From an optimization exercise on the open Yosys and OpenROAD flow, aimed at small area; shortcuts taken in it are not production practice.
Only simulation tests tie the RTL to the original design; equivalence was not proved.
No driver is modelled on the clock port, so clocking that relies on it looks cheaper here than on a real chip.
Power is estimated from default activity; no workload was simulated.

### flow/flow/run.sh
#!/bin/bash
set -euo pipefail
export SYNTH_ARGS="-noabc"
export BUFFER_PORTS_ARGS="-buffer_cell sky130_fd_sc_hd__buf_1"
export CTS_ARGS="-sink_clustering_enable -repair_clock_nets -dont_use_dummy_load -buf_list sky130_fd_sc_hd__clkbuf_4 -root_buf sky130_fd_sc_hd__clkbuf_8"
export POST_CTS_TCL="$(pwd)/flow/post_cts.tcl"
bash standard.sh > standard_flow.log 2>&1
### flow/flow/post_cts.tcl
# After clock tree synthesis: a clkbuf_4 leaf buffer that drives many
# flip-flops gives them too slow a clock edge, so upsize those to clkbuf_8.
set upsized 0
foreach inst [get_cells -filter "ref_name == sky130_fd_sc_hd__clkbuf_4"] {
  set out [get_pins -of_objects $inst -filter "direction == output"]
  set net [get_nets -of_objects $out]
  set loads [llength [get_pins -of_objects $net -filter "direction == input"]]
  if { $loads >= 12 } {
    replace_cell $inst sky130_fd_sc_hd__clkbuf_8
    incr upsized
  }
}
puts "post_cts: upsized $upsized clock buffers"
if { $upsized > 0 } {
  detailed_placement
  estimate_parasitics -placement
}
### flow/standard.sh
#!/bin/bash
# synth_recipe.tcl (not shown) runs the flow's synth.tcl, then flattens the netlist and writes it again
# the make line also repeats each setting of config.mk as NAME=value (left out here)
make -C /OpenROAD-flow-scripts/flow DESIGN_CONFIG=/design/flow/config.mk WORK_HOME=/design/flow/orfs CLKGATE_MAP_FILE= SYNTH_SCRIPT=/design/flow/synth_recipe.tcl "${@:-finish}"
### flow/config.mk
export PLATFORM = sky130hd
export DESIGN_NAME = OFDM_Symbol_Sync
export DESIGN_NICKNAME = OFDM_Symbol_Sync
export VERILOG_FILES = /design/flow/design.v
export SDC_FILE = /design/flow/constraint.sdc
export NUM_CORES = 4
export LEC_CHECK = 0
export CAP_MARGIN = 20
export CORE_MARGIN = 2
export CORE_UTILIZATION = 40
export CTS_BUF_LIST = sky130_fd_sc_hd__clkbuf_8
export PLACE_DENSITY = 0.6
export SLEW_MARGIN = 20
### flow/constraint.sdc
create_clock -name core_clock -period 5.5 [get_ports {clock_clk}]
set_input_delay 1.1000 -clock core_clock [delete_from_list [all_inputs] [get_ports {clock_clk}]]
set_output_delay 1.1000 -clock core_clock [all_outputs]
set_load 0.01 [all_outputs]
### flow/design.v
`timescale 1 ps / 1 ps
module ofdm_ss_rca #(parameter W = 8) (
    input  wire [W-1:0] a,
    input  wire [W-1:0] b,
    input  wire         ci,
    output wire [W-1:0] s,
    output wire         co
);
    wire [W:0] c;
    assign c[0] = ci;
    genvar k;
    generate for (k = 0; k < W; k = k + 1) begin : g
        assign s[k]   = a[k] ^ b[k] ^ c[k];
        assign c[k+1] = (a[k] & b[k]) | (c[k] & (a[k] ^ b[k]));
    end endgenerate
    assign co = c[W];
endmodule
module ofdm_ss_chan (
    input  wire        clk,
    input  wire        v,           
    input  wire [15:0] s,           
    input  wire        first,       
    input  wire        last,        
    input  wire        odd,         
    input  wire        count,       
    output wire        c512,        
    output wire        big          
);
    reg  [4:0] accL;
    reg  [7:0] accM, accH;
    reg        c5, c13;
    wire [4:0] nL;
    wire [7:0] nM, nH;
    wire       n5, n13, nc_unused;
    wire       keep = ~first | count;
    wire [15:0] sv = s & {16{v}};
    ofdm_ss_rca #(5) uL (.a(accL & {5{keep}}), .b(sv[4:0]),  .ci(count),     .s(nL), .co(n5));
    ofdm_ss_rca #(8) uM (.a(accM & {8{keep}}), .b(sv[12:5]), .ci(c5 & keep), .s(nM), .co(n13));
    ofdm_ss_rca #(8) uH (.a(accH & {8{keep}}), .b({{5{sv[15]}}, sv[15:13]}), .ci(c13 & keep),
                         .s(nH), .co(nc_unused));
    assign c512 = (&accM[3:0]) & c5;
    reg [15:0] m32;
    reg        cm0, cm8;
    reg  [16:0] p4;
    reg         pc;
    wire [16:0] pa = p4 & {17{~(odd & v)}};
    wire [16:0] pb = {sv[15], sv};
    wire [16:0] nP;
    wire        n9, np_unused;
    ofdm_ss_rca #(9) uP0 (.a(pa[8:0]),  .b(pb[8:0]),  .ci(1'b0), .s(nP[8:0]),  .co(n9));
    ofdm_ss_rca #(8) uP1 (.a(pa[16:9]), .b(pb[16:9]), .ci(pc & ~(odd & v)), .s(nP[16:9]),
                          .co(np_unused));
    always @(posedge clk) begin
        accL <= nL;
        accM <= nM;
        accH <= nH;
        c5   <= n5;
        c13  <= n13;
        p4   <= nP;
        pc   <= n9;
        if (v & last) begin
            m32 <= {nH, nM};
            cm0 <= n5;
            cm8 <= n13;
        end
    end
    wire [15:0] X = m32;
    wire [15:0] Y = p4[16:1];
    wire [7:0]  lo;
    wire        cl;
    ofdm_ss_rca #(8) uD0 (.a(X[7:0]), .b(~Y[7:0]), .ci(cm0), .s(lo), .co(cl));
    wire [8:0]  dh;
    ofdm_ss_rca #(9) uD1 (.a({X[15], X[15:8]}), .b(~{Y[15], Y[15:8]}), .ci(cm8), .s(dh), .co());
    wire a1 = &dh[8:1];
    wire z1 = ~|dh[8:1];
    wire dm2 = a1 & ~dh[0];
    wire dm1 = a1 &  dh[0];
    wire d0  = z1 & ~dh[0];
    wire dp1 = z1 &  dh[0];
    wire hz  = (pc == cl) ? d0  : (pc ? dp1 : dm1);
    wire hm1 = (pc == cl) ? dm1 : (pc ? d0  : dm2);
    wire le99  = ~lo[7] & ~(lo[6] & lo[5] & (lo[4] | lo[3] | lo[2]));
    wire ge155 = lo[7] & (lo[6] | lo[5] | (lo[4] & lo[3] & (lo[2] | (lo[1] & lo[0]))));
    assign big = ~((hz & le99) | (hm1 & ge155));
endmodule
module OFDM_Symbol_Sync #(
    THRESHOLD=100,
    OFDM_SYMBOL_LENGTH=64
) (
    output wire        sample_clock_reset,
    input  wire        clock_clk,
    input  wire        reset_reset,
    input  wire signed [31:0] asi_in0_data,
    input  wire        asi_in0_valid,
    output reg  [31:0] aso_out0_data,
    output reg         aso_out0_valid,
    output wire        aso_out0_endofpacket,
    output reg         aso_out0_startofpacket,
    output wire        pre_sampling
);
    wire [15:0] sI = asi_in0_data[15:0];
    wire [15:0] sR = asi_in0_data[31:16];
    wire v = asi_in0_valid;
    reg st_pkt, st_idle;
    wire st_srch = ~st_pkt & ~st_idle;
    reg [6:0] cnt;
    wire [4:0] idx = cnt[4:0];
    wire settd = cnt[5];
    wire bigR, bigI, c512;
    wire vs = v & st_srch;
    ofdm_ss_chan chR (.clk(clock_clk), .v(vs), .s(sR), .first(idx == 5'd0),
                      .last(idx == 5'd30), .odd(idx[0]), .count(st_idle), .c512(c512),
                      .big(bigR));
    ofdm_ss_chan chI (.clk(clock_clk), .v(vs), .s(sI), .first(idx == 5'd0),
                      .last(idx == 5'd30), .odd(idx[0]), .count(1'b0), .c512(),
                      .big(bigI));
    reg flag;
    always @(posedge clock_clk)
        if (v & idx[0])
            flag <= bigR | bigI;
    wire detect = st_srch & v & idx[0] & flag & settd;
    wire pkt_end  = st_pkt & v & cnt[6];
    wire idle_end = st_idle & c512;
    wire cnt_clr  = detect | pkt_end | idle_end;
    wire [7:0] cc;
    assign cc[0] = v;
    genvar k;
    generate for (k = 0; k < 7; k = k + 1) begin : g_cnt
        assign cc[k+1] = cc[k] & cnt[k];
    end endgenerate
    wire [6:0] cnt_up = cnt ^ cc[6:0];
    wire [15:0] orR, orI;
    assign orR[0] = 1'b0;
    assign orI[0] = 1'b0;
    assign orR[1] = sR[0];
    assign orI[1] = sI[0];
    generate for (k = 2; k < 16; k = k + 1) begin : g_neg
        assign orR[k] = orR[k-2] | sR[k-2] | sR[k-1];
        assign orI[k] = orI[k-2] | sI[k-2] | sI[k-1];
    end endgenerate
    always @(posedge clock_clk or posedge reset_reset) begin
        if (reset_reset) begin
            st_pkt <= 1'b0;
            st_idle <= 1'b0;
            cnt <= 7'd0;
            aso_out0_data <= 32'd0;
            aso_out0_valid <= 1'b0;
            aso_out0_startofpacket <= 1'b0;
        end else begin
            if (cnt_clr)
                cnt <= 7'd0;
            else if (st_srch) begin
                cnt[4:0] <= cnt_up[4:0];
                cnt[5] <= cnt[5] | cc[5];
            end else
                cnt <= cnt_up;
            if (detect) st_pkt <= 1'b1;
            else if (pkt_end) st_pkt <= 1'b0;
            if (pkt_end) st_idle <= 1'b1;
            else if (idle_end) st_idle <= 1'b0;
            if (st_pkt & v)
                aso_out0_data <= {sR ^ orR, sI ^ orI};
            aso_out0_valid <= detect | (st_pkt & ~aso_out0_valid & v & ~cnt[6]);
            aso_out0_startofpacket <= detect | (st_pkt & v & ~|cnt[6:0]);
        end
    end
    assign aso_out0_endofpacket = st_pkt & cnt[6];
    assign pre_sampling = ~st_pkt;
    assign sample_clock_reset = 1'b0;
endmodule
==> results.txt, run 1 <==
Critical Path Most Common Cell=fa_1; Port Buffers=70; fmax=between 0.15 and 0.2 GHz; WP data arrival=roughly 5.4 ns; #FFs+latches synth=162; maxcap violations=0; R2R setup slack=0.24 ns; core box area=20300 sq um; count leader, synth=fa_1; Setup violations, final=0; Worst EP required=5.66 ns; worst-margin pin slew=0.916 ns; syn nets=804; hpwl dp=12.4 mm; Multi-input gate area=4170 sq um; syn_area_per_cell=13.2 sq um; Hold Fails Final Rpt=0; number of diodes=0; unrepaired setup endpoints after global routing=false; CP Cell Sequence=fa_1, fa_1, fa_1, fa_1, fa_1, fa_1, fa_1, fa_1, xnor2_1, nor2_1, o211ai_1, a211oi_1, o2bb2ai_1; R2R cell count=13; Startpoint Class=flop; drt total wl=between 15 and 20 mm; Power per Cell Area=about 520 nW/um^2; Final ANT Viol Nets=0; drt wl/cell=15.6 um; gr ovfl total=0; CP startpoint=chI.p4[1]; Synth top area share=24.3%; FF-to-FF End=flag; drt initial violations=186; kind of critical path=reg -> reg; Final Core Density=45.2%; first-pass GRT wire length=26.6 mm; final layout net count=894; share of flip-flops with an asynchronous set or reset=about a quarter; Worst Setup EP=flag; Yosys cell types=44; Final Power=approximately 4.8 mW; Hold Path Class=reg -> reg; Seq/Total Area, Yosys=46.0%; Worst-path clk slew=0.10 ns; Critical Path End Type=flop; Global Route Usage Sum=15.6%; Rel. slew slack=approximately two fifths; Layout area overhead=10.4%; Worst path max stage delay=approximately 0.52 ns; Commonest cells post-synth=fa_1, and2_1, dfxtp_1; Die Span Y=between 100 and 150 um; minimum clock period=5.26 ns; I/O pins=72; clock latency (worst-skew pair)=0.44 ns; Leak Pwr=4.03 nW; number of synthesized flops with an enable pin=37; initial antenna violation count=0; fillers=1880; Crit Reg-Reg Startpoint=chI.p4[1]; vias in the first global route=5285; Clock Skew=just under 0.04 ns; fin crit share=95.7%; sequential cell area=3830 sq um; GPL Wtd Cong=0.782; # rows=52; die area=between 20000 and 25000 sq um; worst hold slack=0.481 ns; synthesized area=about 8300 sq um; clock tree sinks=162; TritonCTS clock tree=yes; run status=no timing/DRC/antenna violations; largest net degree at the start of global routing=44; Pre-Repair DR Iteration Count=4; Worst path slowest cell=fa_1; DRC viols=0; Post-Syn Instances=630; Area contributors post-synth=fa_1, dfxtp_1, edfxtp_1; dominant synthesized flop cell=dfxtp_1; YS warnings=2; Die Wd=148 um; Yosys top cell by area=fa_1; Initial Util=41.0%; share of layout cells above drive strength 1=between 10% and 20%; final slew viol count=0; via count=~4600; Crit Path Max Fanout=5; number of vias per cell=4.62; maximum VDD drop=0.000216 V
-- state kept, by name, indices dropped and copies added (netlist names), 8 cells and up --
register       flops
chR.accM           8
aso_out0_data     32
chR.m32           16
chI.m32           16
chR.accH           8
chI.accM           8
chI.accH           8
chR.p4            17
chI.p4            17
-- cells in the final DEF, fill, tap and decap left out, drive strengths merged, types with 21 or more instances in the layout --
cell    Yosys  final
dfrtp      43     43
mux2       28     28
buf         7     87
edfxtp     37     37
dfxtp      82     82
and2       94     94
nor2b      22     22
ha         38     38
inv        74     74
fa        101    101
nand2      21     21
-- through the flow --
step	area (sq um)	setup TNS [ns]	setup slack (ns)	cells
after floorplan	8360	0	0.00918	630
after global placement	9010	-0.0952	-0.0518	971
after detailed placement	9010	-0.473	-0.110	971
after global routing	9180	0	0.00568	988
final	9180	0	0.236	988
-- worst max-delay path, delay by kind of cell (launching register included) --
family	cells	cell delay [ns]
fa+ha+maj	8	3.75
compound gates	3	0.59
flops	1	0.37
xor+xnor	1	0.18
simple gates	1	0.10
-- worst min path at each step --
stage | start | endpoint | depth (start not counted)
6_report | aso_out0_valid | aso_out0_valid | 1
5_1_grt | aso_out0_valid | aso_out0_valid | 1
3_5_place_dp | aso_out0_valid | aso_out0_valid | 1
3_3_place_gp | aso_out0_valid | aso_out0_valid | 1
2_1_floorplan | chI.accH[7] | chI.accH[7] | 2
-- final cells by class --
type | instances | share of cell area [%]
multi-input combinational | 378 | 45.4
sequential | 162 | 41.7
timing repair buffer | 87 | 4.39
tap | 270 | 3.68
inverter | 74 | 3.03
clock buffer | 17 | 1.80
-- layer usage --
metal / vias to the layer above / share of wire (%) / wire length (um) / global-route usage, %
met2: 66 / 49 / 7590 / 25.7
met4: 0 / 1.3 / 198 / 5.43
li1: 2182 / - / - / -
met3: 14 / 2.3 / 348 / 2.64
met5: - / 0 / 0 / 0
met1: 2307 / 47 / 7300 / 21.1
-- kinds of logic after synthesis --
family                     synth area share [%]
muxes                                      3.91
other                                    0.0451
AOI/OAI and AO/OA                          2.05
DFF                                        46.0
xor gates and xnor gates                   1.37
adders and majority gates                  30.0
buffers and inverters                      4.20
and+or+nand+nor                            12.3
-- power by group --
part	internal (mW)	switching, mW	total [mW]
Clock	0.190	0.356	0.546
Sequential	1.82	0.258	2.08
Combinational	1.01	1.12	2.13
==> run 2: changes to the inputs <==
--- a/flow/flow/post_cts.tcl
+++ b/flow/flow/post_cts.tcl
@@ -7,3 +7,3 @@
   set loads [llength [get_pins -of_objects $net -filter "direction == input"]]
-  if { $loads >= 12 } {
+  if { $loads >= 11 } {
     replace_cell $inst sky130_fd_sc_hd__clkbuf_8
==> run 2 against run 1 <==
Compared with the run above:
- synthesized area unchanged
- cell area increased by 0.27%
- combinational power about the same
- critical path depth unchanged
- synthesized cell count stayed put
- worst setup slack hardly changed
- non-clock buffer count is the same
- cell count stayed put
- clock-buffer cell count unchanged
- sequential share of layout area down 0.11 points
- clock power increased by 7.0%
- global-route usage about the same
- critical path type unchanged
==> results.txt, run 2 <==
Worst EP required=5.68 ns (was 5.66 ns); Setup violations, final=0 (unchanged); Top Metal Used=met4 (unchanged); drt initial violations=201 (was 186); met2 wire length=7.56 mm (was 7.59 mm); met1 WL=7.34 mm (was 7.30 mm); Die Span Y=148 um (unchanged); count leader, synth=fa_1 (unchanged); most frequent cells in the layout=and2_1, fa_1, dfxtp_1, inv_1, buf_1 (unchanged); GPL Wtd Cong=0.782 (unchanged); max reg flops=32 (unchanged); Worst path max stage delay=0.52 ns (about the same); Comb pwr share=44.5% (was 44.8%); Critical Path End Type=flop (unchanged); dominant synthesized flop cell=dfxtp_1 (unchanged); Commonest cells post-synth=fa_1, and2_1, dfxtp_1 (unchanged); routed wire length on met3=326 um (was 348 um); CP Cell Sequence=fa_1, fa_1, fa_1, fa_1, fa_1, fa_1, fa_1, fa_1, xnor2_1, nor2_1, o211ai_1, a211oi_1, o2bb2ai_1 (unchanged); Sequential Power Share=43.4% (was 43.7%); DRC viols=0 (unchanged); final layout net count=894 (unchanged); Pre-Repair DR Iteration Count=4 (unchanged); worst hold slack=0.481 ns (about the same); Post-Syn Instances=630 (unchanged); syn_area_per_cell=13.2 sq um (unchanged); gr ovfl total=0 (unchanged); fmax=0.190 GHz (about the same); Area contributors post-synth=fa_1, dfxtp_1, edfxtp_1 (unchanged); minimum clock period=5.26 ns (about the same); clock latency (worst-skew pair)=0.45 ns (was 0.44 ns); Worst path slowest cell=fa_1 (unchanged); core box area=20300 sq um (unchanged); clock tree sinks=162 (unchanged); fillers=1875 (was 1880); syn nets=804 (unchanged); Hold Path Depth=1 (unchanged); maximum VDD drop=0.000233 V (was 0.000216 V); fin crit share=95.7% (about the same); Power per Cell Area=520 nW/um^2 (was 518 nW/um^2); share of layout cells above drive strength 1=11.1% (unchanged); I/O pins=72 (unchanged); Port Buffers=70 (unchanged); maxcap violations=0 (unchanged); Fin Setup TNS=0 ns (unchanged); Design Area, Final=9200 sq um (was 9180 sq um); top flop regs=aso_out0_data x32, chI.p4 x17, chR.p4 x17 (unchanged); sw frac=36.4% (was 36.5%); largest net degree at the start of global routing=44 (unchanged); worst-margin pin slew=0.915 ns (was 0.916 ns); run status=no timing/DRC/antenna violations (unchanged); drt wl/cell=15.6 um (about the same); die area=22000 sq um (unchanged); final worst slack=0.236 ns (about the same); Clock Power Share=12.2% (was 11.5%); FF-to-FF End=flag (unchanged); number of diodes=0 (unchanged); Crit Reg-Reg Startpoint=chI.p4[1] (unchanged); YS warnings=2 (unchanged); Biggest register=aso_out0_data (unchanged); Startpoint Class=flop (unchanged); WP data arrival=5.44 ns (was 5.43 ns); Leak Pwr=4.05 nW (was 4.03 nW); dpl ws=-0.110 ns (unchanged); share of flip-flops with an asynchronous set or reset=26.5% (unchanged); synthesized area=8310 sq um (unchanged); Global Route Usage Sum=15.6% (about the same); Hold Path Sink=aso_out0_valid (unchanged); Initial Util=41.0% (unchanged); number of vias per cell=4.62 (about the same); final slew viol count=0 (unchanged); Internal Power=3.05 mW (was 3.02 mW); Yosys cell types=44 (unchanged); drt total wl=15.5 mm (was 15.4 mm); Hold Path Class=reg -> reg (unchanged); number of synthesized flops with an enable pin=37 (unchanged); via count=4560 (was 4569); Yosys top cell by area=fa_1 (unchanged); Final ANT Viol Nets=0 (unchanged); R2R setup slack=0.24 ns (about the same); Layout area overhead=10.7% (was 10.4%); hpwl dp=12.4 mm (unchanged); vias in the first global route=5288 (was 5285); #FFs+latches synth=162 (unchanged); Area after DPL=9010 sq um (unchanged); kind of critical path=reg -> reg (unchanged); Rel. slew slack=38.9% (was 38.8%); R2R cell count=13 (unchanged); Hold Fails Final Rpt=0 (unchanged); Die Wd=148 um (unchanged); Crit Path Max Fanout=5 (unchanged); unrepaired setup endpoints after global routing=false (unchanged); # rows=52 (unchanged); TritonCTS clock tree=yes (unchanged); initial antenna violation count=0 (unchanged); Worst Hold Launch=aso_out0_valid (unchanged); Net Switching=1.74 mW (about the same); Synth top area share=24.3% (unchanged); Critical Path Most Common Cell=fa_1 (unchanged); Worst-path clk slew=0.10 ns (about the same); first-pass GRT wire length=26.6 mm (unchanged); Clock Skew=0.0324 ns (was 0.0384 ns); most common cell after layout, fill and taps aside=and2_1 (unchanged); Seq/Total Area, Yosys=46.0% (unchanged)
==> run 2: per-layer routing <==
metal / vias to the layer above / GRT usage (%)
li1: 2182 / -
met1: 2302 / 21.2
met2: 58 / 25.7
met3: 18 / 2.55
met4: 0 / 5.57
met5: - / 0
==> run 2: layout make-up <==
cell class                      instances  area (sq um)  area share (%)
Tap cell                              270           338            3.67
Inverter                               74           278            3.02
Clock buffer                           17           190            2.07
Timing Repair Buffer                   87           403            4.38
Multi-Input combinational cell        378          4170            45.3
Sequential cell                       162          3830            41.6
==> run 2: how the worst max path moves through the flow <==
stage	startpoint	end	slack, ns	cells past startpoint
6_report	chI.p4[1]	flag	0.24	13
5_1_grt	cnt[0]	chR.m32[15]	0.006	14
3_5_place_dp	asi_in0_valid	chR.p4[8]	-0.11	14
3_3_place_gp	asi_in0_valid	chI.p4[8]	-0.05	14
2_1_floorplan	asi_in0_valid	chI.p4[8]	0.009	13
==> run 2: power groups by stage <==
stage          registers (mW)  clock network [mW]  logic (mW)
2_1_floorplan            2.08                   0        1.53
3_3_place_gp             2.08                   0        2.02
3_5_place_dp             2.10                   0        2.18
5_1_grt                  2.14               0.654        2.50
6_report                 2.08               0.584        2.13
==> run 2: kinds of logic (layout without fill, tap and decap cells) <==
kind of cell               after synthesis  after routing  share of synthesized area, %
AOI/OAI and AO/OA                       26             26                          2.05
other                                    1              1                        0.0451
buffers and inverters                   90            178                          4.20
adders and majority gates              139            139                          30.0
muxes                                   29             29                          3.91
DFF                                    162            162                          46.0
xor gates and xnor gates                13             13                          1.37
and+or+nand+nor                        170            170                          12.3
==> run 2: stage by stage <==
stage               util (%)  power, mW  std cells
floorplan                  -       3.61        630
global placement        44.4       4.11        971
detailed placement      44.4       4.29        971
global route            45.3       5.30        988
finish                  45.3       4.79        988
==> run 2: worst max-delay path, delay by kind of cell (launching register included) <==
kind,cells,cell delay [ns]
adder cells (fa/ha/maj),8,3.75
AND/OR/NAND/NOR,1,0.10
flip-flops,1,0.37
XOR/XNOR,1,0.18
AO/OA/AOI/OAI,3,0.60
==> run 3: changes to the inputs <==
--- a/flow/config.mk
+++ b/flow/config.mk
@@ -9,5 +9,5 @@
 export CORE_MARGIN = 2
-export CORE_UTILIZATION = 40
+export CORE_UTILIZATION = 60
 export CTS_BUF_LIST = sky130_fd_sc_hd__clkbuf_8
-export PLACE_DENSITY = 0.6
+export PLACE_DENSITY = 0.7
 export SLEW_MARGIN = 20
==> run 3 against run 2 <==
Compared with the run above:
- critical path depth is 1 higher
- clock skew is 0.0068 ns higher
- global-route usage rose by 6.7 points
- first-iteration DRC count grew 11%
- worst setup slack better by 0.044 ns
- critical path type unchanged
==> results.txt, run 3 <==
run status=no timing/DRC/antenna violations (unchanged); final slew viol count=0 (unchanged); Port Buffers=70 (unchanged); Die Wd=122 um (was 148 um); max reg flops=32 (unchanged); Critical Path End Type=flop (unchanged); Hold Path Class=reg -> reg (unchanged); Crit Path Max Fanout=2 (was 5); Commonest cells post-synth=fa_1, and2_1, dfxtp_1 (unchanged); gr ovfl total=0 (unchanged); Hold Fails Final Rpt=0 (unchanged); initial antenna violation count=0 (unchanged); Seq/Total Area, Yosys=46.0% (unchanged); Worst EP required=5.70 ns (was 5.68 ns); share of layout cells above drive strength 1=10.4% (was 11.1%); #FFs+latches synth=162 (unchanged); top flop regs=aso_out0_data x32, chI.p4 x17, chR.p4 x17 (unchanged); final layout net count=888 (was 894); Buffers & Inverters on Critical Path=2 (was 0); minimum clock period=5.22 ns (was 5.26 ns); maxcap violations=0 (unchanged); met1 WL=6.79 mm (was 7.34 mm); clock tree sinks=162 (unchanged); number of synthesized flops with an enable pin=37 (unchanged); Die Span Y=122 um (was 148 um); unrepaired setup endpoints after global routing=false (unchanged); Compound-Gate Fraction of Synth Area=2.05% (unchanged); xor and xnor fraction of the mapped netlist area=1.37% (unchanged); hpwl dp=11.2 mm (was 12.4 mm); Initial Util=60.6% (was 41.0%); Final Core Density=65.9% (was 45.3%); Simple-Gate Fraction of Synth Area=12.3% (unchanged); WP data arrival=5.42 ns (was 5.44 ns); maximum VDD drop=0.000278 V (was 0.000233 V); Top Metal Used=met4 (unchanged); Clock Skew=0.0392 ns (was 0.0324 ns); first-pass GRT wire length=24.8 mm (was 26.6 mm); Rel. slew slack=34.2% (was 38.9%); die area=14800 sq um (was 22000 sq um); Worst-path clk slew=0.10 ns (about the same); dominant synthesized flop cell=dfxtp_1 (unchanged); Design Area, Final=9040 sq um (was 9200 sq um); Biggest register=aso_out0_data (unchanged); Adder-Cell Fraction of Synth Area=30.0% (unchanged); Pre-Repair DR Iteration Count=5 (was 4); syn_area_per_cell=13.2 sq um (unchanged); number of vias per cell=5.09 (was 4.62); Startpoint Class=flop (unchanged); largest delay contributor family on the critical path=adder cells (unchanged); most frequent cells in the layout=and2_1, fa_1, dfxtp_1, inv_1, buf_1 (unchanged); DRC viols=0 (unchanged); clock latency (worst-skew pair)=0.46 ns (was 0.45 ns); I/O pins=72 (unchanged); most common cell after layout, fill and taps aside=and2_1 (unchanged); YS warnings=2 (unchanged); count leader, synth=fa_1 (unchanged); Yosys top cell by area=fa_1 (unchanged); Area contributors post-synth=fa_1, dfxtp_1, edfxtp_1 (unchanged); Final ANT Viol Nets=0 (unchanged); vias in the first global route=4950 (was 5288); via count=4540 (was 4560); Setup violations, final=0 (unchanged); TritonCTS clock tree=yes (unchanged); GPL Wtd Cong=0.825 (was 0.782); Worst path slowest cell=fa_1 (unchanged); # rows=43 (was 52); Synth top area share=24.3% (unchanged); number of diodes=0 (unchanged); fin crit share=94.9% (was 95.7%); CP Cell Sequence=inv_1, fa_1, fa_1, fa_1, fa_1, fa_1, fa_1, fa_1, inv_1, fa_1, nand4b_1, o32ai_1, nand3_1, o2bb2ai_1 (was fa_1, fa_1, fa_1, fa_1, fa_1, fa_1, fa_1, fa_1, xnor2_1, nor2_1, o211ai_1, a211oi_1, o2bb2ai_1); drt wl/cell=16.4 um (was 15.6 um); Yosys cell types=44 (unchanged); Global Route Usage Sum=22.4% (was 15.6%); fillers=1076 (was 1875); largest family of logic cells by synthesized area=adder cells (unchanged); portion of netlist area occupied by mux cells=3.91% (unchanged); largest net degree at the start of global routing=44 (unchanged); kind of critical path=reg -> reg (unchanged); Layout area overhead=8.74% (was 10.7%); Post-Syn Instances=630 (unchanged); Worst path max stage delay=0.47 ns (was 0.52 ns); Area after DPL=8870 sq um (was 9010 sq um); synthesized area=8310 sq um (unchanged); fmax=0.192 GHz (was 0.190 GHz); core box area=13700 sq um (was 20300 sq um); Power per Cell Area=524 nW/um^2 (was 520 nW/um^2); met2 wire length=7.08 mm (was 7.56 mm); syn nets=804 (unchanged); drt total wl=14.6 mm (was 15.5 mm); drt initial violations=224 (was 201); share of flip-flops with an asynchronous set or reset=26.5% (unchanged); Critical Path Most Common Cell=fa_1 (unchanged); worst-margin pin slew=0.987 ns (was 0.915 ns); routed wire length on met3=530 um (was 326 um); Leak Pwr=4.01 nW (was 4.05 nW)
-- run 3: where the power goes --
group | internal (mW) | switching (mW) | total [mW]
logic | 0.995 | 1.12 | 2.11
clock network | 0.197 | 0.360 | 0.557
registers | 1.82 | 0.249 | 2.07
total | 3.01 | 1.73 | 4.74
-- run 3: cell type report --
cell class | count | area, sq um | share of cell area, %
tap | 180 | 225 | 2.49
inverter | 74 | 279 | 3.09
clock buffer | 17 | 171 | 1.90
timing repair buffer | 81 | 370 | 4.10
multi-input combinational | 378 | 4170 | 46.1
sequential | 162 | 3830 | 42.3
-- run 3: per-stage QoR --
| step | hold WS (ns) | worst slack [ns] | cells | setup TNS (ns) | power [mW] |
|---|---|---|---|---|---|
| 3_3_place_gp | 0.453 | -0.0350 | 875 | -0.0528 | 4.09 |
| 3_5_place_dp | 0.457 | -0.111 | 875 | -0.372 | 4.24 |
| 5_1_grt | 0.507 | 0.0596 | 892 | 0 | 5.20 |
| 2_1_floorplan | 0.460 | 0.00918 | 630 | 0 | 3.61 |
| 6_report | 0.472 | 0.280 | 892 | 0 | 4.74 |
-- run 3: cell families (layout without fill, tap and decap cells) --
group | count (synthesis) | in the layout
fa+ha+maj | 139 | 139
simple gates | 170 | 170
mux | 29 | 29
buf+inv | 90 | 172
flops | 162 | 162
compound gates | 26 | 26
xor+xnor | 13 | 13
other cells | 1 | 1
-- run 3: path summary, 6_finish.rpt --
check	start	end	slack [ns]	cells after the start
min in group asynchronous	reset_reset	aso_out0_data[24]	0.75	2
setup reg to reg	chR.m32[8]	flag	0.28	14
setup / recovery	chR.m32[8]	flag	0.28	14
hold reg to reg	aso_out0_valid	aso_out0_valid	0.47	1
max in group asynchronous	reset_reset	aso_out0_data[21]	4.24	2
hold / removal	aso_out0_valid	aso_out0_valid	0.47	1
-- run 3: metal layers --
layer,global-route usage [%],up-vias
met5,0,-
met4,6.47,0
met3,5.48,21
met2,35.3,69
met1,31.3,2284
li1,-,2166
==> run 4: changes to the inputs <==
--- a/flow/config.mk
+++ b/flow/config.mk
@@ -9,5 +9,5 @@
 export CORE_MARGIN = 2
-export CORE_UTILIZATION = 60
+export CORE_UTILIZATION = 80
 export CTS_BUF_LIST = sky130_fd_sc_hd__clkbuf_8
-export PLACE_DENSITY = 0.7
+export PLACE_DENSITY = 0.9
 export SLEW_MARGIN = 20
==> run 4 against run 3 <==
Compared with the run above:
- largest cell class unchanged
- worst hold slack better by 0.0050 ns
- combinational power increased by 9%
- routed wire length grew 19%
- non-clock buffer count grew 3
- synthesized area unchanged
- first-iteration DRC count is 11% higher
==> results.txt, run 4 <==
Biggest register=aso_out0_data (unchanged); Sequential Power Share=42.5% (was 43.6%); synthesized area=8310 sq um (unchanged); met2 wire length=8.84 mm (was 7.08 mm); top flop regs=aso_out0_data x32, chI.p4 x17, chR.p4 x17 (unchanged); share of flip-flops with an asynchronous set or reset=26.5% (unchanged); Internal Power=3.05 mW (was 3.01 mW); unrepaired setup endpoints after global routing=false (unchanged); Layout area overhead=8.23% (was 8.74%); DRC viols=0 (unchanged); # rows=37 (was 43); Yosys top cell by area=fa_1 (unchanged); routed wire length on met3=1.21 mm (was 530 um); largest net degree at the start of global routing=44 (unchanged); fin crit share=97.5% (was 94.9%); Global Route Usage Sum=34.5% (was 22.4%); dominant synthesized flop cell=dfxtp_1 (unchanged); Clock Skew=0.0317 ns (was 0.0392 ns); Die Span Y=106 um (was 122 um); largest family of logic cells by synthesized area=adder cells (unchanged); hpwl dp=12.4 mm (was 11.2 mm); #FFs+latches synth=162 (unchanged); minimum clock period=5.36 ns (was 5.22 ns); kind of critical path=reg -> reg (unchanged); Comb pwr share=46.2% (was 44.6%); Synth top area share=24.3% (unchanged); first-pass GRT wire length=28.3 mm (was 24.8 mm); count leader, synth=fa_1 (unchanged); core box area=10200 sq um (was 13700 sq um); Final Core Density=88.4% (was 65.9%); Final Power=4.96 mW (was 4.74 mW); clock tree sinks=162 (unchanged); Hold Fails Final Rpt=0 (unchanged); fmax=0.187 GHz (was 0.192 GHz); Port Buffers=70 (unchanged); GPL Wtd Cong=0.845 (was 0.825); WP data arrival=5.55 ns (was 5.42 ns); I/O pins=72 (unchanged); run status=no timing/DRC/antenna violations (unchanged); gr ovfl total=0 (unchanged); die area=11200 sq um (was 14800 sq um); Post-Syn Instances=630 (unchanged); final slew viol count=0 (unchanged); number of diodes=0 (unchanged); Adder-Cell Fraction of Synth Area=30.0% (unchanged); Top Metal Used=met4 (unchanged); Worst EP required=5.69 ns (was 5.70 ns); Startpoint Class=flop (unchanged); Final ANT Viol Nets=0 (unchanged); Simple-Gate Fraction of Synth Area=12.3% (unchanged); TritonCTS clock tree=yes (unchanged); clock latency (worst-skew pair)=0.44 ns (was 0.46 ns); final layout net count=891 (was 888); Critical Path End Type=flop (unchanged); share of layout cells above drive strength 1=11.2% (was 10.4%); Rel. slew slack=32.9% (was 34.2%); Seq/Total Area, Yosys=46.0% (unchanged); Worst-path clk slew=0.11 ns (was 0.10 ns); Commonest cells post-synth=fa_1, and2_1, dfxtp_1 (unchanged); Area contributors post-synth=fa_1, dfxtp_1, edfxtp_1 (unchanged); drt total wl=17.3 mm (was 14.6 mm); syn nets=804 (unchanged); Initial Util=81.6% (was 60.6%); initial antenna violation count=0 (unchanged); Power per Cell Area=552 nW/um^2 (was 524 nW/um^2); Clock Power Share=11.3% (was 11.8%); number of vias per cell=5.84 (was 5.09); max reg flops=32 (unchanged); via count=4968 (was 4540); drt initial violations=249 (was 224); most frequent cells in the layout=and2_1, fa_1, dfxtp_1, inv_1, buf_1 (unchanged); Fin Setup TNS=0 ns (unchanged); Compound-Gate Fraction of Synth Area=2.05% (unchanged); number of synthesized flops with an enable pin=37 (unchanged); YS warnings=2 (unchanged); Die Wd=106 um (was 122 um); drt wl/cell=20.4 um (was 16.4 um); syn_area_per_cell=13.2 sq um (unchanged); maxcap violations=0 (unchanged); Yosys cell types=44 (unchanged); vias in the first global route=5594 (was 4950); sw frac=38.5% (was 36.5%); R2R setup slack=0.14 ns (was 0.28 ns); xor and xnor fraction of the mapped netlist area=1.37% (unchanged); met1 WL=6.70 mm (was 6.79 mm); Pre-Repair DR Iteration Count=7 (was 5); Crit Path Max Fanout=2 (unchanged); Setup violations, final=0 (unchanged); Leak Pwr=4.02 nW (was 4.01 nW); maximum VDD drop=0.000333 V (was 0.000278 V); Net Switching=1.91 mW (was 1.73 mW); Hold Path Class=reg -> reg (unchanged); portion of netlist area occupied by mux cells=3.91% (unchanged); worst-margin pin slew=1.01 ns (was 0.987 ns); fillers=446 (was 1076); most common cell after layout, fill and taps aside=and2_1 (unchanged); worst hold slack=0.477 ns (was 0.472 ns)
-- run 4: cell counts after synthesis --
No cell type changed its count.
-- run 4: path summary, 6_finish.rpt --
path / depth (start not counted) / end / start
max: 15 / flag / chI.cm8
min: 1 / aso_out0_valid / aso_out0_valid
max reg2reg: 15 / flag / chI.cm8
min reg2reg: 1 / aso_out0_valid / aso_out0_valid
max in group asynchronous: 2 / aso_out0_data[12] / reset_reset
min in group asynchronous: 2 / aso_out0_data[6] / reset_reset
-- run 4: kinds of logic (layout without fill, tap and decap cells) --
group,Yosys count,count (layout)
DFF,162,162
xor gates and xnor gates,13,13
muxes,29,29
other,1,1
adders and majority gates,139,139
and+or+nand+nor,170,170
AOI/OAI and AO/OA,26,26
buffers and inverters,90,175
-- run 4: layout make-up --
| cell class | instances | area, sq um | area share, % |
|---|---|---|---|
| multi-input cells | 378 | 4180 | 46.5 |
| flip-flops and latches | 162 | 3830 | 42.5 |
| repair buffers | 84 | 368 | 4.09 |
| inverters | 74 | 279 | 3.10 |
| clock buffers | 17 | 171 | 1.90 |
| well taps | 136 | 170 | 1.89 |
-- run 4: through the flow --
stage          worst slack (ns)  area (sq um)  instances
2_1_floorplan           0.00918          8360        630
5_1_grt                  0.0203          9000        851
3_3_place_gp             -0.104          8810        834
3_5_place_dp             -0.306          8810        834
6_report                  0.139          9000        851
-- run 4: worst max-delay path: stages, from the launching register on --
cell	delay (ns)
edfxtp_1	0.34
inv_1	0.07
fa_1	0.40
fa_1	0.48
fa_1	0.46
fa_1	0.47
fa_1	0.46
fa_1	0.48
fa_1	0.46
inv_1	0.11
fa_1	0.41
nand4b_1	0.24
nor2_2	0.20
nand4_1	0.13
a211oi_2	0.27
o2bb2ai_1	0.11
-- run 4: layer usage --
layer,track usage (%),vias to the layer above
met1,43.6,2523
li1,-,2169
met4,15.6,0
met2,57.3,221
met3,8.71,55
met5,0,-
-- run 4: power groups by stage --
stage                     registers, mW  logic (mW)  clock network, mW
after floorplan                    2.08        1.53                  0
after global placement             2.07        1.97                  0
after detailed placement           2.11        2.22                  0
after global routing               2.16        2.56              0.600
final                              2.11        2.29              0.560
==> run 5: changes to the inputs <==
--- a/flow/flow/post_cts.tcl
+++ b/flow/flow/post_cts.tcl
@@ -7,3 +7,3 @@
   set loads [llength [get_pins -of_objects $net -filter "direction == input"]]
-  if { $loads >= 11 } {
+  if { $loads >= 12 } {
     replace_cell $inst sky130_fd_sc_hd__clkbuf_8
--- a/flow/config.mk
+++ b/flow/config.mk
@@ -9,5 +9,5 @@
 export CORE_MARGIN = 2
-export CORE_UTILIZATION = 80
+export CORE_UTILIZATION = 75
 export CTS_BUF_LIST = sky130_fd_sc_hd__clkbuf_8
-export PLACE_DENSITY = 0.9
+export PLACE_DENSITY = 0.85
 export SLEW_MARGIN = 20
==> run 5 against run 4 <==
Compared with the run above:
- still clean on timing, DRC and antenna
- clock-buffer cell count unchanged
- die area increased by 6.4%
- worst setup slack improved by 0.077 ns
- sequential share of layout area increased by 0.077 points
- non-clock buffer count increased by 1
- fmax increased by 1.5%
- worst hold slack improved by 0.00053 ns
- combinational power decreased by 5%
- total power decreased by 4.0%
- synthesized cell count unchanged
- via count decreased by 5.3%
- global-route usage decreased by 5.5 points
- largest cell class unchanged
- highest routed layer unchanged
==> results.txt, run 5 <==
run status=no timing/DRC/antenna violations (unchanged); Crit Path Max Fanout=2 (unchanged); WP data arrival=5.48 ns (was 5.55 ns); core box area=10800 sq um (was 10200 sq um); synthesized area=8310 sq um (unchanged); Critical Path End Type=flop (unchanged); syn_area_per_cell=13.2 sq um (unchanged); fmax=0.189 GHz (was 0.187 GHz); Setup violations, final=0 (unchanged); # rows=38 (was 37); DRC viols=0 (unchanged); Seq/Total Area, Yosys=46.0% (unchanged); Power per Cell Area=531 nW/um^2 (was 552 nW/um^2); R2R setup slack=0.22 ns (was 0.14 ns); met1 WL=6.59 mm (was 6.70 mm); Hold Fails Final Rpt=0 (unchanged); share of layout cells above drive strength 1=10.9% (was 11.2%); Hold Path Class=reg -> reg (unchanged); via count=4707 (was 4968); count leader, synth=fa_1 (unchanged); clock latency (worst-skew pair)=0.45 ns (was 0.44 ns); hpwl dp=11.8 mm (was 12.4 mm); Rel. slew slack=31.2% (was 32.9%); Initial Util=76.7% (was 81.6%); vias in the first global route=5078 (was 5594); Worst EP required=5.69 ns (about the same); most common cell after layout, fill and taps aside=and2_1 (unchanged); Placed Cells incl. Taps=838 (was 834); unrepaired setup endpoints after global routing=false (unchanged); Hold Path Depth=1 (unchanged); final slew viol count=0 (unchanged); Final Core Density=82.9% (was 88.4%); Leak Pwr=4.01 nW (was 4.02 nW); maxcap violations=0 (unchanged); Synth top area share=24.3% (unchanged); Final Power=4.77 mW (was 4.96 mW); maximum VDD drop=0.000367 V (was 0.000333 V); Biggest register=aso_out0_data (unchanged); first-pass GRT wire length=25.1 mm (was 28.3 mm); Worst Hold Launch=aso_out0_valid (unchanged); syn nets=804 (unchanged); fillers=595 (was 446); Clock Skew=0.0380 ns (was 0.0317 ns); Startpoint Class=flop (unchanged); die area=11900 sq um (was 11200 sq um); kind of critical path=reg -> reg (unchanged); dominant synthesized flop cell=dfxtp_1 (unchanged); Final ANT Viol Nets=0 (unchanged); clock tree sinks=162 (unchanged); share of flip-flops with an asynchronous set or reset=26.5% (unchanged); drt initial violations=225 (was 249); Multi-input gate area=4170 sq um (was 4180 sq um); Area contributors post-synth=fa_1, dfxtp_1, edfxtp_1 (unchanged); Port Buffers=70 (unchanged); Die Span Y=109 um (was 106 um); Hold Path Sink=aso_out0_valid (unchanged); TritonCTS clock tree=yes (unchanged); GPL Wtd Cong=0.865 (was 0.845); R2R cell count=15 (unchanged); FF-to-FF End=flag (unchanged); met2 wire length=7.45 mm (was 8.84 mm); number of vias per cell=5.50 (was 5.84); #FFs+latches synth=162 (unchanged); max reg flops=32 (unchanged); fin crit share=96.1% (was 97.5%); non-filler cells, final=856 (was 851); final layout net count=892 (was 891); minimum clock period=5.28 ns (was 5.36 ns); top flop regs=aso_out0_data x32, chI.p4 x17, chR.p4 x17 (unchanged); dpl ws=-0.224 ns (was -0.306 ns); final worst slack=0.216 ns (was 0.139 ns); Design Area, Final=8980 sq um (was 9000 sq um); number of diodes=0 (unchanged); Die Wd=109 um (was 106 um); drt wl/cell=17.8 um (was 20.4 um); worst-margin pin slew=1.03 ns (was 1.01 ns); sequential cell area=3830 sq um (unchanged); Yosys top cell by area=fa_1 (unchanged); Commonest cells post-synth=fa_1, and2_1, dfxtp_1 (unchanged); Global Route Usage Sum=29.1% (was 34.5%); Worst-path clk slew=0.11 ns (about the same); Fin Setup TNS=0 ns (unchanged); number of synthesized flops with an enable pin=37 (unchanged); I/O pins=72 (unchanged); most frequent cells in the layout=and2_1, fa_1, dfxtp_1, inv_1, buf_1 (unchanged); worst hold slack=0.478 ns (was 0.477 ns); Crit Reg-Reg Startpoint=chI.m32[8] (was chI.cm8); Layout area overhead=8.04% (was 8.23%); Area after DPL=8820 sq um (was 8810 sq um); largest net degree at the start of global routing=44 (unchanged); Yosys cell types=44 (unchanged); drt total wl=15.2 mm (was 17.3 mm); Pre-Repair DR Iteration Count=5 (was 7); initial antenna violation count=0 (unchanged); gr ovfl total=0 (unchanged); routed wire length on met3=799 um (was 1.21 mm); Post-Syn Instances=630 (unchanged); YS warnings=2 (unchanged); Top Metal Used=met4 (unchanged)
[run 5: cell counts after synthesis]
No cell type changed its count.
[run 5: worst max-delay path by stage]
stage                  start   endpoint  slack (ns)  cells after the start
2_1_floorplan  asi_in0_valid  chI.p4[8]       0.009                     13
3_3_place_gp   asi_in0_valid  chI.p4[8]       -0.08                     13
3_5_place_dp   asi_in0_valid  chI.p4[8]       -0.22                     13
5_1_grt           chI.m32[8]       flag        0.01                     15
6_report          chI.m32[8]       flag        0.22                     15
[run 5: cells by family after synthesis]
group | Yosys count | synth area share [%]
AOI/OAI and AO/OA | 26 | 2.05
xor gates and xnor gates | 13 | 1.37
adders and majority gates | 139 | 30.0
buffers and inverters | 90 | 4.20
DFF | 162 | 46.0
muxes | 29 | 3.91
other | 1 | 0.0451
and+or+nand+nor | 170 | 12.3
[run 5: cell type report]
type,instances,area share (%)
inverters,74,3.09
multi-input cells,378,46.4
well taps,140,1.95
repair buffers,85,4.32
clock buffers,17,1.63
flip-flops and latches,162,42.6
[run 5: power breakdown]
group | internal (mW) | switching [mW]
registers | 1.82 | 0.259
logic | 1.01 | 1.16
clock network | 0.167 | 0.353
total | 2.99 | 1.77
[run 5: layer usage]
layer / global-route usage [%] / up-vias
li1: - / 2177
met1: 39.7 / 2376
met2: 46.1 / 127
met3: 7.17 / 27
met4: 10.9 / 0
met5: 0 / -
[run 5: critical path, stage by stage (launching register included)]
cell,delay (ns)
edfxtp_1,0.34
inv_1,0.05
fa_1,0.43
fa_1,0.46
fa_1,0.46
fa_1,0.46
fa_1,0.47
fa_1,0.47
fa_1,0.42
inv_1,0.09
fa_1,0.39
nand4b_1,0.19
nor2_1,0.23
nand4_1,0.13
a211oi_1,0.33
o2bb2ai_1,0.11
==> run 6: changes to the inputs <==
--- a/flow/flow/post_cts.tcl
+++ b/flow/flow/post_cts.tcl
@@ -7,3 +7,3 @@
   set loads [llength [get_pins -of_objects $net -filter "direction == input"]]
-  if { $loads >= 12 } {
+  if { $loads >= 11 } {
     replace_cell $inst sky130_fd_sc_hd__clkbuf_8
==> run 6 against run 5 <==
Compared with the run above:
- non-clock buffer count down 1
- worst hold slack got worse by 0.0025 ns
- flip-flop and latch count unchanged
- cell area unchanged
- total power up 0.59%
- clock power increased by 5.2%
- global-route usage grew 0.13 points
- via count barely moved
- clock-buffer cell count is the same
- largest cell class unchanged
- largest power group unchanged
==> results.txt, run 6 <==
DRC viols=0 (unchanged); Synth top area share=24.3% (unchanged); Crit Path Max Fanout=2 (unchanged); core box area=10800 sq um (unchanged); Post-Syn Instances=630 (unchanged); final layout net count=891 (was 892); drt initial violations=195 (was 225); Setup violations, final=0 (unchanged); die area=11900 sq um (unchanged); Clock Skew=0.0373 ns (was 0.0380 ns); share of flip-flops with an asynchronous set or reset=26.5% (unchanged); largest net degree at the start of global routing=44 (unchanged); Worst EP required=5.71 ns (was 5.69 ns); count leader, synth=fa_1 (unchanged); Initial Util=76.7% (unchanged); dpl ws=-0.224 ns (unchanged); run status=no timing/DRC/antenna violations (unchanged); clock latency (worst-skew pair)=0.46 ns (was 0.45 ns); synthesized area=8310 sq um (unchanged); Global Route Usage Sum=29.2% (was 29.1%); YS warnings=2 (unchanged); Hold Fails Final Rpt=0 (unchanged); first-pass GRT wire length=25.2 mm (was 25.1 mm); clock tree sinks=162 (unchanged); Worst-path clk slew=0.11 ns (about the same); drt total wl=15.3 mm (was 15.2 mm); GR Util met2=46.1% (unchanged); Seq/Total Area, Yosys=46.0% (unchanged); Critical Path End Type=flop (unchanged); Layout area overhead=8.04% (unchanged); Crit Reg-Reg Startpoint=chI.m32[8] (unchanged); Worst Hold Launch=aso_out0_valid (unchanged); initial antenna violation count=0 (unchanged); via count=4705 (was 4707); worst-margin pin slew=1.02 ns (was 1.03 ns); Final ANT Viol Nets=0 (unchanged); Critical Path Most Common Cell=fa_1 (unchanged); fmax=0.189 GHz (about the same); Clock Power Share=11.4% (was 10.9%); maximum VDD drop=0.000367 V (about the same); maxcap violations=0 (unchanged); unrepaired setup endpoints after global routing=false (unchanged); I/O pins=72 (unchanged); worst hold slack=0.475 ns (was 0.478 ns); Worst path slowest cell=fa_1 (unchanged); drt wl/cell=17.8 um (about the same); Startpoint Class=flop (unchanged); Die Wd=109 um (unchanged); Yosys top cell by area=fa_1 (unchanged); Commonest cells post-synth=fa_1, and2_1, dfxtp_1 (unchanged); Area contributors post-synth=fa_1, dfxtp_1, edfxtp_1 (unchanged); top flop regs=aso_out0_data x32, chI.p4 x17, chR.p4 x17 (unchanged); CP startpoint=chI.m32[8] (unchanged); #FFs+latches synth=162 (unchanged); Global Route met1 Usage=39.8% (was 39.7%); Pre-Repair DR Iteration Count=5 (unchanged); number of diodes=0 (unchanged); Fin Setup TNS=0 ns (unchanged); hpwl dp=11.8 mm (unchanged); WP data arrival=5.49 ns (was 5.48 ns); GPL Wtd Cong=0.865 (unchanged); max reg flops=32 (unchanged); GR peak layer=met2 (unchanged); final worst slack=0.219 ns (was 0.216 ns); gr ovfl total=0 (unchanged); Internal Power=3.02 mW (was 2.99 mW); Rel. slew slack=31.7% (was 31.2%); final slew viol count=0 (unchanged); Worst path max stage delay=0.47 ns (about the same); number of vias per cell=5.50 (about the same); Port Buffers=70 (unchanged); syn_area_per_cell=13.2 sq um (unchanged); kind of critical path=reg -> reg (unchanged); Leak Pwr=4.01 nW (about the same); Biggest register=aso_out0_data (unchanged); Power per Cell Area=534 nW/um^2 (was 531 nW/um^2); most common cell after layout, fill and taps aside=and2_1 (unchanged); R2R setup slack=0.22 ns (about the same); Sequential Power Share=43.3% (was 43.6%); fin crit share=96.0% (was 96.1%); syn nets=804 (unchanged); sw frac=37.1% (was 37.2%); Comb pwr share=45.3% (was 45.5%); minimum clock period=5.28 ns (about the same); TritonCTS clock tree=yes (unchanged); # rows=38 (unchanged); share of layout cells above drive strength 1=10.8% (was 10.9%); dominant synthesized flop cell=dfxtp_1 (unchanged); vias in the first global route=5089 (was 5078); Final Core Density=82.9% (unchanged); Yosys cell types=44 (unchanged); Net Switching=1.78 mW (was 1.77 mW); Hold Path Class=reg -> reg (unchanged); Die Span Y=109 um (unchanged); CP Cell Sequence=inv_1, fa_1, fa_1, fa_1, fa_1, fa_1, fa_1, fa_1, inv_1, fa_1, nand4b_1, nor2_1, nand4_1, a211oi_1, o2bb2ai_1 (unchanged); met3 Use GR=8.24% (was 7.17%); number of synthesized flops with an enable pin=37 (unchanged); most frequent cells in the layout=and2_1, fa_1, dfxtp_1, inv_1, buf_1 (unchanged)
## run 6: power groups by stage
stage	clock network (mW)	registers, mW	logic, mW
after floorplan	0	2.08	1.53
after global placement	0	2.08	1.98
after detailed placement	0	2.10	2.18
after global routing	0.600	2.13	2.49
final	0.547	2.08	2.17
## run 6: logic make-up (layout without fill, tap and decap cells)
kind of cell / count (synthesis) / in the layout / synth area share (%)
flops: 162 / 162 / 46.0
buf+inv: 90 / 175 / 4.20
fa+ha+maj: 139 / 139 / 30.0
other cells: 1 / 1 / 0.0451
xor+xnor: 13 / 13 / 1.37
simple gates: 170 / 170 / 12.3
mux: 29 / 29 / 3.91
compound gates: 26 / 26 / 2.05
## run 6: path summary, 6_finish.rpt
check,depth (start not counted),end
max in group asynchronous,2,cnt[0]
min in group asynchronous,2,aso_out0_data[6]
max reg2reg,15,flag
min,1,aso_out0_valid
min reg2reg,1,aso_out0_valid
max,15,flag
## run 6: metal layers
metal	part of all wire, %	vias up
met1	44	2374
met5	0	-
met2	48	130
met4	2.3	0
met3	5.9	28
li1	-	2173
## run 6: cell type report
| cell class | count | area [sq um] |
|---|---|---|
| repair buffers | 84 | 368 |
| flip-flops and latches | 162 | 3830 |
| inverters | 74 | 279 |
| well taps | 140 | 175 |
| clock buffers | 17 | 165 |
| fillers | 596 | 1860 |
| multi-input cells | 378 | 4170 |
## run 6: worst max-delay path: cells and delay by family (launching register included)
family | cells | cell delay, ns
buffers and inverters | 2 | 0.14
and+or+nand+nor | 3 | 0.55
AOI/OAI and AO/OA | 2 | 0.43
adders and majority gates | 8 | 3.56
DFF | 1 | 0.34
## run 6: per-stage QoR
stage | power [mW] | instances | cell area [sq um]
after floorplan | 3.61 | 630 | 8360
after global placement | 4.06 | 838 | 8820
after detailed placement | 4.28 | 838 | 8820
after global routing | 5.22 | 855 | 8980
final | 4.79 | 855 | 8980
==> run 7: changes to the inputs <==
--- a/flow/config.mk
+++ b/flow/config.mk
@@ -11,2 +11,4 @@
 export CTS_BUF_LIST = sky130_fd_sc_hd__clkbuf_8
+export GPL_ROUTABILITY_DRIVEN = 0
+export GPL_TIMING_DRIVEN = 0
 export PLACE_DENSITY = 0.85
==> run 7 against run 6 <==
Compared with the run above:
- still clean
- sequential share of layout area down 0.38 points
- first-iteration DRC count rose by 47%
- clock skew down 0.0066 ns
- die area unchanged
- clock power hardly changed
- fmax decreased by 2.5%
- global-route usage up 1.6 points
- clock-buffer cell count stayed put
- total power rose by 1.4%
- non-clock buffer count up 5
- worst setup slack worse by 0.14 ns
- sequential power is essentially flat
- largest cell class unchanged
==> results.txt, run 7 <==
Startpoint Class=primary input (was flop); clock latency (worst-skew pair)=0.45 ns (was 0.46 ns); sequential cell area=3830 sq um (unchanged); Final Power=4.86 mW (was 4.79 mW); Setup violations, final=0 (unchanged); most common cell after layout, fill and taps aside=and2_1 (unchanged); Critical Path End Type=flop (unchanged); Comb pwr share=46.2% (was 45.3%); non-filler cells, final=860 (was 855); number of diodes=0 (unchanged); drt wl/cell=18.6 um (was 17.8 um); Design Area, Final=9060 sq um (was 8980 sq um); via count=4800 (was 4705); Yosys top cell by area=fa_1 (unchanged); Global Route Usage Sum=30.8% (was 29.2%); Crit Path Max Fanout=10 (was 2); Area contributors post-synth=fa_1, dfxtp_1, edfxtp_1 (unchanged); maximum VDD drop=0.000366 V (was 0.000367 V); minimum clock period=5.42 ns (was 5.28 ns); Hold Fails Final Rpt=0 (unchanged); #FFs+latches synth=162 (unchanged); Initial Util=76.7% (unchanged); CP startpoint=asi_in0_valid (was chI.m32[8]); R2R setup slack=0.12 ns (was 0.22 ns); Global Route met1 Usage=42.3% (was 39.8%); Clock Skew=0.0308 ns (was 0.0373 ns); syn nets=804 (unchanged); hpwl dp=12.6 mm (was 11.8 mm); Worst path max stage delay=0.52 ns (was 0.47 ns); GR peak layer=met2 (unchanged); Multi-input gate area=4190 sq um (was 4170 sq um); Rel. slew slack=63.1% (was 31.7%); # rows=38 (unchanged); Biggest register=aso_out0_data (unchanged); Internal Power=3.04 mW (was 3.02 mW); fin crit share=98.5% (was 96.0%); met3 Use GR=6.40% (was 8.24%); Pre-Repair DR Iteration Count=4 (was 5); drt total wl=16.0 mm (was 15.3 mm); most frequent cells in the layout=and2_1, fa_1, dfxtp_1, inv_1, buf_1 (unchanged); top flop regs=aso_out0_data x32, chI.p4 x17, chR.p4 x17 (unchanged); number of vias per cell=5.58 (was 5.50); Area after DPL=8850 sq um (was 8820 sq um); Net Switching=1.82 mW (was 1.78 mW); first-pass GRT wire length=26.4 mm (was 25.2 mm); Clock Power Share=11.2% (was 11.4%); gr ovfl total=0 (unchanged); Worst Setup EP=chR.m32[7] (was flag); clock tree sinks=162 (unchanged); Worst-path clk slew=0.09 ns (was 0.11 ns); Post-Syn Instances=630 (unchanged); Critical Path Most Common Cell=fa_1 (unchanged); Seq/Total Area, Yosys=46.0% (unchanged); Sequential Power Share=42.6% (was 43.3%); Worst EP required=5.68 ns (was 5.71 ns); sw frac=37.4% (was 37.1%); TritonCTS clock tree=yes (unchanged); fillers=616 (was 596); share of layout cells above drive strength 1=11.7% (was 10.8%); YS warnings=2 (unchanged); final worst slack=0.0834 ns (was 0.219 ns); R2R cell count=12 (was 15); Yosys cell types=44 (unchanged); I/O pins=72 (unchanged); WP data arrival=5.60 ns (was 5.49 ns); Leak Pwr=4.05 nW (was 4.01 nW); largest net degree at the start of global routing=34 (was 44); final layout net count=896 (was 891); Die Wd=109 um (unchanged); Commonest cells post-synth=fa_1, and2_1, dfxtp_1 (unchanged); number of synthesized flops with an enable pin=37 (unchanged); max reg flops=32 (unchanged); FF-to-FF End=chI.m32[7] (was flag); GR Util met2=50.2% (was 46.1%); fmax=0.185 GHz (was 0.189 GHz); dpl ws=-0.754 ns (was -0.224 ns); DRC viols=0 (unchanged); vias in the first global route=5288 (was 5089); drt initial violations=286 (was 195); count leader, synth=fa_1 (unchanged); maxcap violations=0 (unchanged); Fin Setup TNS=0 ns (unchanged); share of flip-flops with an asynchronous set or reset=26.5% (unchanged); CP Cell Sequence=clkbuf_2, nor3b_4, buf_4, buf_2, and2_1, fa_1, fa_1, fa_1, fa_1, fa_1, fa_1, fa_1, fa_1 (was inv_1, fa_1, fa_1, fa_1, fa_1, fa_1, fa_1, fa_1, inv_1, fa_1, nand4b_1, nor2_1, nand4_1, a211oi_1, o2bb2ai_1); Synth top area share=24.3% (unchanged); Final Core Density=83.6% (was 82.9%); Die Span Y=109 um (unchanged); Layout area overhead=9.00% (was 8.04%); run status=no timing/DRC/antenna violations (unchanged); Worst path slowest cell=fa_1 (unchanged); core box area=10800 sq um (unchanged); worst-margin pin slew=0.554 ns (was 1.02 ns); synthesized area=8310 sq um (unchanged); Power per Cell Area=536 nW/um^2 (was 534 nW/um^2); initial antenna violation count=0 (unchanged); worst hold slack=0.480 ns (was 0.475 ns); Crit Reg-Reg Startpoint=cnt[0] (was chI.m32[8]); Final ANT Viol Nets=0 (unchanged); die area=11900 sq um (unchanged); Hold Path Class=reg -> reg (unchanged); Port Buffers=70 (unchanged); syn_area_per_cell=13.2 sq um (unchanged); kind of critical path=in -> reg (was reg -> reg); dominant synthesized flop cell=dfxtp_1 (unchanged); Placed Cells incl. Taps=842 (was 838); final slew viol count=0 (unchanged)
==> run 7: cell types whose count changed in the layout (fill, tap and decap cells not counted), sizes merged <==
| cell | before | now |
|---|---|---|
| clkbuf | 17 | 27 |
| buf | 84 | 79 |
| clkinv | 1 | 0 |
| inv | 73 | 74 |
==> run 7: power by group through the flow <==
stage	Combinational, mW	Sequential [mW]	Clock, mW
floorplan	1.53	2.08	0
global placement	2.01	2.05	0
detailed placement	2.22	2.09	0
global route	2.56	2.13	0.597
finish	2.24	2.07	0.546
==> run 7: worst min-delay path by stage <==
stage,start,cells past startpoint,to,slack (ns)
global route,aso_out0_valid,1,aso_out0_valid,0.50
floorplan,chI.accH[7],2,chI.accH[7],0.46
global placement,aso_out0_data[16],2,aso_out0_data[16],0.47
detailed placement,aso_out0_valid,1,aso_out0_valid,0.45
finish,aso_out0_valid,1,aso_out0_valid,0.48
==> run 7: cell families (layout without fill, tap and decap cells) <==
| kind of cell | after synthesis | after routing | synth area share, % |
|---|---|---|---|
| simple gates | 170 | 170 | 12.3 |
| fa+ha+maj | 139 | 139 | 30.0 |
| xor+xnor | 13 | 13 | 1.37 |
| compound gates | 26 | 26 | 2.05 |
| mux | 29 | 29 | 3.91 |
| flops | 162 | 162 | 46.0 |
| buf+inv | 90 | 180 | 4.20 |
| other cells | 1 | 1 | 0.0451 |
==> run 7: worst max-delay path, delay by kind of cell <==
kind                       cells  cell delay [ns]
adders and majority gates      8             3.58
buffers and inverters          3             0.51
and+or+nand+nor                2             0.41
==> run 7: cell type report <==
class	instances	area share [%]
repair buffers	73	3.52
multi-input cells	378	46.2
clock buffers	17	1.89
well taps	140	1.93
plain buffers	16	1.10
flip-flops and latches	162	42.2
inverters	74	3.07
==> run 7: routing by layer <==
metal	routed length (um)	vias to the layer above
li1	-	2180
met1	6740	2417
met2	8020	171
met3	914	32
met4	286	0
met5	0	-

==> re-timing with driven ports <==
No port has a modelled driver above. Below, the same layouts with a new extraction and two added sets of constraints.
Step 1 assumes that a clkbuf_16 drives the clock port and a buf_2 every other input.
Step 2, shift: input delay + t, output delay - t, t = (earliest + latest rising clock arrival at the registers) / 2. This alone moves slack from input paths to output paths.
Three values: no drivers, after step 1, after step 2; two values: the first two.
| run | shift t [ns] | setup slack, ns | worst slew at a driven data input, ns |
|---|---|---|---|
| run 1 | 0.460 | 0.236 / 0.236 / -0.089 | 0.04 |
| run 2 | 0.470 | 0.236 / 0.236 / -0.116 | 0.04 |
| run 3 | 0.479 | 0.280 / 0.280 / -0.067 | 0.04 |
| run 4 | 0.463 | 0.139 / 0.139 / -0.212 | 0.04 |
| run 5 | 0.473 | 0.216 / 0.216 / -0.214 | 0.04 |
| run 6 | 0.478 | 0.219 / 0.219 / -0.214 | 0.04 |
| run 7 | 0.474 | 0.083 / 0.097 / -0.376 | 0.04 |
Met with ideal ports but missed after step 2: setup timing in every run listed. The setup slack of run 7, which loses most, moves by +0.014 ns with the drivers and by -0.459 ns with both steps.
